Source: an optimization exercise on an open RTL-to-GDS flow (aim: small area, a short achievable clock period and few clock cycles). Production flows keep margins and buffers that such runs may drop. At most, simulation tests tie the RTL to the original design; equivalence was not proved. The flow treats the clock pin as an ideal source. Dropping or thinning the clock tree relies on that and would not hold on a real chip. No activity file was given, so power comes from the tool's default toggle rates.

## job 5208
==> module ELA, before the edit <==
module ELA(clk, rst, in_data, data_rd, req, wen, addr, data_wr, done);
	input				clk;
	input				rst;
	input		[7:0]	in_data;
	input		[7:0]	data_rd;
	output				req;
	output	reg			wen;
	output	reg	[9:0]	addr;
	output	reg	[7:0]	data_wr;	 
	output				done;
	reg			interp, fin;
	reg			reqn;		 
	reg			s_rb, s_w;	 
	reg	[7:0]	x;	 
	reg	[7:0]	y;	 
	reg	[7:0]	pp;	 
	reg	[7:0]	q;	 
	reg	[7:0]	r;	 
	reg	[7:0]	dreg, areg;	 
	reg	[7:0]	m;			 
	wire s_rt = ~s_rb & ~s_w;
	assign req  = ~reqn;
	assign done = fin;
	wire [8:0] ix = {addr[9:6], addr[4:0]};
	wire [8:0] kst = {s_rb, s_rb, s_rb, s_rt & interp, s_rb, s_rb, s_rb,
			s_rb | s_w, s_w | ~interp & wen};
	function [8:0] add9;
		input [8:0] u, v;
		integer j; reg c;
		begin
			c = 1'b0;
			for (j = 0; j < 9; j = j + 1) begin
				add9[j] = u[j] ^ v[j] ^ c;
				c = (u[j] & v[j]) | (c & (u[j] ^ v[j]));
			end
		end
	endfunction
	wire [8:0] i_next = add9(ix, kst);
	wire [7:0] d_xy, a_xy;
	ELA_absd u_absd(.x(x), .y(y), .d(d_xy));
	ELA_avg u_avg(.x(x), .y(y), .a(a_xy));
	always @(posedge clk) begin
		dreg <= d_xy;
		areg <= a_xy;
	end
	wire edge_col = (ix[4:0] == 5'd1) || (ix[4:0] == 5'd2);
	wire le;
	ELA_le8 u_le(.v(dreg), .u(m), .le(le));
	wire take = s_w | le | (s_rb & edge_col);
	always @(posedge clk) begin
		if (take)
			m <= dreg;
		if (!interp)
			data_wr <= in_data;
		else if (take)
			data_wr <= areg;
	end
	always @(posedge clk or posedge rst) begin
		if (rst) begin
			interp <= 1'b0;
			reqn <= 1'b0;
			fin <= 1'b0;
			s_rb <= 1'b0;
			s_w <= 1'b0;
			wen <= 1'b0;
		end else if (fin) begin
			wen <= 1'b0;
		end else begin
			if (!interp) begin
				wen <= ~(wen & (&ix));
				if (wen & (&ix)) begin
					interp <= 1'b1;
					reqn <= 1'b1;
				end
			end else begin
				s_rb <= s_rt;
				s_w <= s_rb;
				wen <= s_rb & (ix[8:1] != 8'd16);
				if (s_rb && ix == 9'd1)
					fin <= 1'b1;
			end
		end
	end
	always @(posedge clk)
		addr <= (interp | wen) ? {i_next[8:5], interp & s_rb, i_next[4:0]} : 10'd0;
	always @(posedge clk) begin
		if (s_rt) begin
			x <= y; y <= data_rd; r <= x;
		end else if (s_rb) begin
			x <= r; y <= data_rd; r <= pp; pp <= y;
		end else begin
			x <= r; y <= q; q <= y; r <= pp;
		end
	end
endmodule
clock: 7.0 ns
lec_check: 0
cap_margin: 20
core_margin: 2
core_utilization: 60
setup_slack_margin: 4.8
slew_margin: 20
synth_hierarchical: 1
standard.sh (not shown) runs the stock make flow with config.mk's settings and CLKGATE_MAP_FILE= SYNTH_SCRIPT=/design/flow/synth_recipe.tcl, a recipe that flattens the netlist after the stock synthesis.
==> flow/flow/run.sh <==
#!/bin/bash
# Layout flow: the standard ORFS flow (standard.sh), with these changes:
#  - synthesis does not extract full/half adder cells (ADDER_MAP_FILE empty),
#    so ABC maps all of the arithmetic itself;
#  - the port buffers are sky130_fd_sc_hd__buf_1 cells;
#  - the clock tree is one level: the clock port drives four clkbuf_16 cells,
#    one per quarter of the flip-flops. flow/cts.tcl (made by gen/make_cts.py
#    from ORFS's scripts/cts.tcl) replaces ORFS's cts.tcl in a copy of the
#    scripts folder; clock_tree_synthesis is replaced by that buffering.
# make's output goes to make_finish.log; each ORFS step writes its own log
# under orfs/logs/.
set -euo pipefail
rm -rf scripts_mod
cp -r "$FLOW_HOME/scripts" scripts_mod
cp flow/cts.tcl scripts_mod/cts.tcl
bash standard.sh ADDER_MAP_FILE= \
  "BUFFER_PORTS_ARGS=-buffer_cell sky130_fd_sc_hd__buf_1" \
  "SCRIPTS_DIR=$PWD/scripts_mod" \
  finish > make_finish.log 2>&1
Other scripts of this flow, unchanged in this note and not shown: flow/flow/cts.tcl
Job 5208 ran to completion and came out clean on the timing, design-rule and antenna checks.
Testbench counts of job 5208, summed over its fixed seeds: cycles 62,688.
For job 7189, these inputs were changed with respect to job 5208:
==> flow/design.v, changed modules only <==
module ELA(clk, rst, in_data, data_rd, req, wen, addr, data_wr, done);
	input				clk;
	input				rst;
	input		[7:0]	in_data;
	input		[7:0]	data_rd;
	output				req;
	output	reg			wen;
	output	reg	[9:0]	addr;
	output	reg	[7:0]	data_wr;	 
	output				done;
	reg			interp, fin;
	reg			s_rb, s_w;	 
	reg	[7:0]	x;	 
	reg	[7:0]	y;	 
	reg	[7:0]	pp;	 
	reg	[7:0]	q;	 
	reg	[7:0]	r;	 
	reg	[7:0]	dreg, areg;	 
	reg	[7:0]	m;			 
	wire s_rt = ~s_rb & ~s_w;
	assign req  = ~interp;
	assign done = fin;
	wire [8:0] ix = {addr[9:6], addr[4:0]};
	wire [8:0] kst = {s_rb, s_rb, s_rb, s_rt & interp, s_rb, s_rb, s_rb,
			s_rb | s_w, s_w | ~interp & wen};
	function [8:0] add9;
		input [8:0] u, v;
		integer j; reg c;
		begin
			c = 1'b0;
			for (j = 0; j < 9; j = j + 1) begin
				add9[j] = u[j] ^ v[j] ^ c;
				c = (u[j] & v[j]) | (c & (u[j] ^ v[j]));
			end
		end
	endfunction
	wire [8:0] i_next = add9(ix, kst);
	wire [7:0] d_xy, a_xy;
	ELA_absd u_absd(.x(x), .y(y), .d(d_xy));
	ELA_avg u_avg(.x(x), .y(y), .a(a_xy));
	always @(posedge clk) begin
		dreg <= d_xy;
		areg <= a_xy;
	end
	wire edge_col = (ix[4:0] == 5'd1) || (ix[4:0] == 5'd2);
	wire le;
	ELA_le8 u_le(.v(dreg), .u(m), .le(le));
	wire take = s_w | le | (s_rb & edge_col);
	always @(posedge clk) begin
		if (take)
			m <= dreg;
		if (!interp)
			data_wr <= in_data;
		else if (take)
			data_wr <= areg;
	end
	always @(posedge clk or posedge rst) begin
		if (rst) begin
			interp <= 1'b0;
			fin <= 1'b0;
			s_rb <= 1'b0;
			s_w <= 1'b0;
			wen <= 1'b0;
			addr <= 10'd0;
		end else if (fin) begin
			wen <= 1'b0;
		end else begin
			addr <= {i_next[8:5], interp & s_rb, i_next[4:0]};
			if (!interp) begin
				wen <= ~(wen & (&ix));
				if (wen & (&ix))
					interp <= 1'b1;
			end else begin
				s_rb <= s_rt;
				s_w <= s_rb;
				wen <= s_rb & (ix[8:1] != 8'd16);
				if (s_rb && ix == 9'd1)
					fin <= 1'b1;
			end
		end
	end
	always @(posedge clk) begin
		if (s_rt) begin
			x <= y; y <= data_rd; r <= x;
		end else if (s_rb) begin
			x <= r; y <= data_rd; r <= pp; pp <= y;
		end else begin
			x <= r; y <= q; q <= y; r <= pp;
		end
	end
endmodule
==> comparison <==
Final clock period utilization by the worst path is lower on job 5208
In summary, job 7189 completed successfully, with a layout that passed the timing, design-rule and antenna checks.
For the die area, job 7189 came in 46 µm² lower than job 5208 did.
The maximum clock frequency of job 7189 is lower than that of job 5208.
Total of hold buffers inserted after clock tree synthesis: job 7189 vs job 5208 — no meaningful difference
Between job 5208 and job 7189, the flow reports synthesized cell count decreasing by a few percent.
Testbench counts of job 7189, summed over its fixed seeds: cycles 62,688.
No run of this note takes its clock network from TritonCTS; it comes from the design's own scripts or RTL.

========
== job 101 ==
RTL: one of the versions met above, not the one the previous note started from.
Size: roughly 340 cells after synthesis, roughly 39 I/O pins, roughly 4000 um^2 of cells after synthesis.
==> module ELA, before the edit <==
module ELA(clk, rst, in_data, data_rd, req, wen, addr, data_wr, done);
	input				clk;
	input				rst;
	input		[7:0]	in_data;
	input		[7:0]	data_rd;
	output				req;
	output	reg			wen;
	output	reg	[9:0]	addr;
	output	reg	[7:0]	data_wr;	 
	output				done;
	reg			interp, fin;
	reg			s_rb, s_w;	 
	reg	[7:0]	x;	 
	reg	[7:0]	y;	 
	reg	[7:0]	pp;	 
	reg	[7:0]	q;	 
	reg	[7:0]	r;	 
	reg	[7:0]	dreg, areg;	 
	reg	[7:0]	m;			 
	wire s_rt = ~s_rb & ~s_w;
	assign req  = ~interp;
	assign done = fin;
	wire [8:0] ix = {addr[9:6], addr[4:0]};
	wire [8:0] kst = {s_rb, s_rb, s_rb, s_rt & interp, s_rb, s_rb, s_rb,
			s_rb | s_w, s_w | ~interp & wen};
	function [8:0] add9;
		input [8:0] u, v;
		integer j; reg c;
		begin
			c = 1'b0;
			for (j = 0; j < 9; j = j + 1) begin
				add9[j] = u[j] ^ v[j] ^ c;
				c = (u[j] & v[j]) | (c & (u[j] ^ v[j]));
			end
		end
	endfunction
	wire [8:0] i_next = add9(ix, kst);
	wire [7:0] d_xy, a_xy;
	ELA_absd u_absd(.x(x), .y(y), .d(d_xy));
	ELA_avg u_avg(.x(x), .y(y), .a(a_xy));
	always @(posedge clk) begin
		dreg <= d_xy;
		areg <= a_xy;
	end
	wire edge_col = (ix[4:0] == 5'd1) || (ix[4:0] == 5'd2);
	wire le;
	ELA_le8 u_le(.v(dreg), .u(m), .le(le));
	wire take = s_w | le | (s_rb & edge_col);
	always @(posedge clk) begin
		if (take)
			m <= dreg;
		if (!interp)
			data_wr <= in_data;
		else if (take)
			data_wr <= areg;
	end
	always @(posedge clk or posedge rst) begin
		if (rst) begin
			interp <= 1'b0;
			fin <= 1'b0;
			s_rb <= 1'b0;
			s_w <= 1'b0;
			wen <= 1'b0;
			addr <= 10'd0;
		end else if (fin) begin
			wen <= 1'b0;
		end else begin
			addr <= {i_next[8:5], interp & s_rb, i_next[4:0]};
			if (!interp) begin
				wen <= ~(wen & (&ix));
				if (wen & (&ix))
					interp <= 1'b1;
			end else begin
				s_rb <= s_rt;
				s_w <= s_rb;
				wen <= s_rb & (ix[8:1] != 8'd16);
				if (s_rb && ix == 9'd1)
					fin <= 1'b1;
			end
		end
	end
	always @(posedge clk) begin
		if (s_rt) begin
			x <= y; y <= data_rd; r <= x;
		end else if (s_rb) begin
			x <= r; y <= data_rd; r <= pp; pp <= y;
		end else begin
			x <= r; y <= q; q <= y; r <= pp;
		end
	end
endmodule
==> flow/config.mk <==
export PLATFORM = sky130hd
export DESIGN_NAME = ELA
export DESIGN_NICKNAME = ELA
export VERILOG_FILES = /design/flow/design.v
export SDC_FILE = /design/flow/constraint.sdc
export NUM_CORES = 8
export LEC_CHECK = 0
export CAP_MARGIN = 20
export CORE_MARGIN = 2
export CORE_UTILIZATION = 40
export SETUP_SLACK_MARGIN = 4.8
export SLEW_MARGIN = 20
export SYNTH_HIERARCHICAL = 1
==> flow/constraint.sdc <==
create_clock -name core_clock -period 7.0 [get_ports {clk}]
set_input_delay 1.4000 -clock core_clock [delete_from_list [all_inputs] [get_ports {clk}]]
set_output_delay 1.4000 -clock core_clock [all_outputs]
set_load 0.01 [all_outputs]
==> flow/flow/run.sh <==
#!/bin/bash
# Layout flow: the standard ORFS flow, with these changes:
#  - synthesis does not extract full/half adder cells (ADDER_MAP_FILE empty),
#    so ABC maps all of the arithmetic itself;
#  - the port buffers are sky130_fd_sc_hd__buf_2 cells;
#  - the clock tree is one level: the clock port drives four clkbuf_16 cells,
#    one per quarter of the flip-flops (flow/cts.tcl replaces ORFS's cts.tcl,
#    with clock_tree_synthesis replaced by that buffering).
set -euo pipefail
rm -rf scripts_mod
cp -r "$FLOW_HOME/scripts" scripts_mod
cp flow/cts.tcl scripts_mod/cts.tcl
bash standard.sh ADDER_MAP_FILE= \
  "BUFFER_PORTS_ARGS=-buffer_cell sky130_fd_sc_hd__buf_2" \
  "SCRIPTS_DIR=$PWD/scripts_mod" \
  finish > make_finish.log 2>&1
Other scripts of this flow, unchanged in this note and not shown: flow/flow/cts.tcl
Testbench counts of job 101, summed over its fixed seeds: cycles 62,688.
--- input diff job 101..job 102 ---
--- a/flow/design.v
+++ b/flow/design.v
@@ -82,11 +82,11 @@
 	end
 	always @(posedge clk) begin
 		if (s_rt) begin
-			x <= y; y <= data_rd; r <= x;
+			x <= data_rd; r <= x;
 		end else if (s_rb) begin
-			x <= r; y <= data_rd; r <= pp; pp <= y;
+			x <= r; y <= data_rd; r <= x;
 		end else begin
-			x <= r; y <= q; q <= y; r <= pp;
+			x <= pp; y <= q; pp <= r; q <= y;
 		end
 	end
 endmodule
[summary]
- Setup WNS job 101 -> job 102: worse
- Route | job 102 vs job 101 | wire longer in job 102
- Compared with job 101, job 102 is the less power-hungry design.
- Run comparison: job 101 start point of the critical path addr[4]; job 102 start point of the critical path y[4]
- Job 101 → job 102: combinational power share decreased by 8.4 points relative to the old numbers, minimum clock period after layout increased by 0.0053 ns relative to the old numbers.
- [job 102] met2 routing resource usage after global routing rose 1.1 points relative to job 101
- Sort job 102 and job 101 by met1 wire length, descending, and job 102 comes first.
Function not checked in job 102: the RTL went through the layout flow alone. No run of this note takes its clock network from TritonCTS; it comes from the design's own scripts or RTL.

[afterwards: timing with drivers on the ports]
The results above use ideal ports. As a check the final layouts listed here were re-extracted and re-timed, cells and wires unchanged.
Step 1, drivers: a clkbuf_16 drives clk and a buf_2 each remaining input, both assumed.
Step 2, shift: input delay + t, output delay - t, t = (earliest + latest rising clock arrival at the registers) / 2. This alone moves slack from input paths to output paths.
a / b / c = ideal / step 1 / step 2; a / b = the first two.
run | t (ns) | setup slack, ns | slew at the worst register clock pin (ns) | worst slew at a driven data input, ns | pins driven straight from the clock port
job 5208 | 0.223 | 4.839 / 4.764 / 4.946 | 0.09 / 0.09 | 0.03 | 4
job 7189 | 0.222 | 4.829 / 4.752 / 4.878 | 0.08 / 0.08 | 0.03 | 4
job 101 | 0.223 | 4.831 / 4.756 / 4.890 | 0.09 / 0.09 | 0.03 | 4
job 102 | 0.226 | 4.826 / 4.760 / 4.826 | 0.09 / 0.09 | 0.04 | 4
After both steps setup and hold are still met in every run listed.
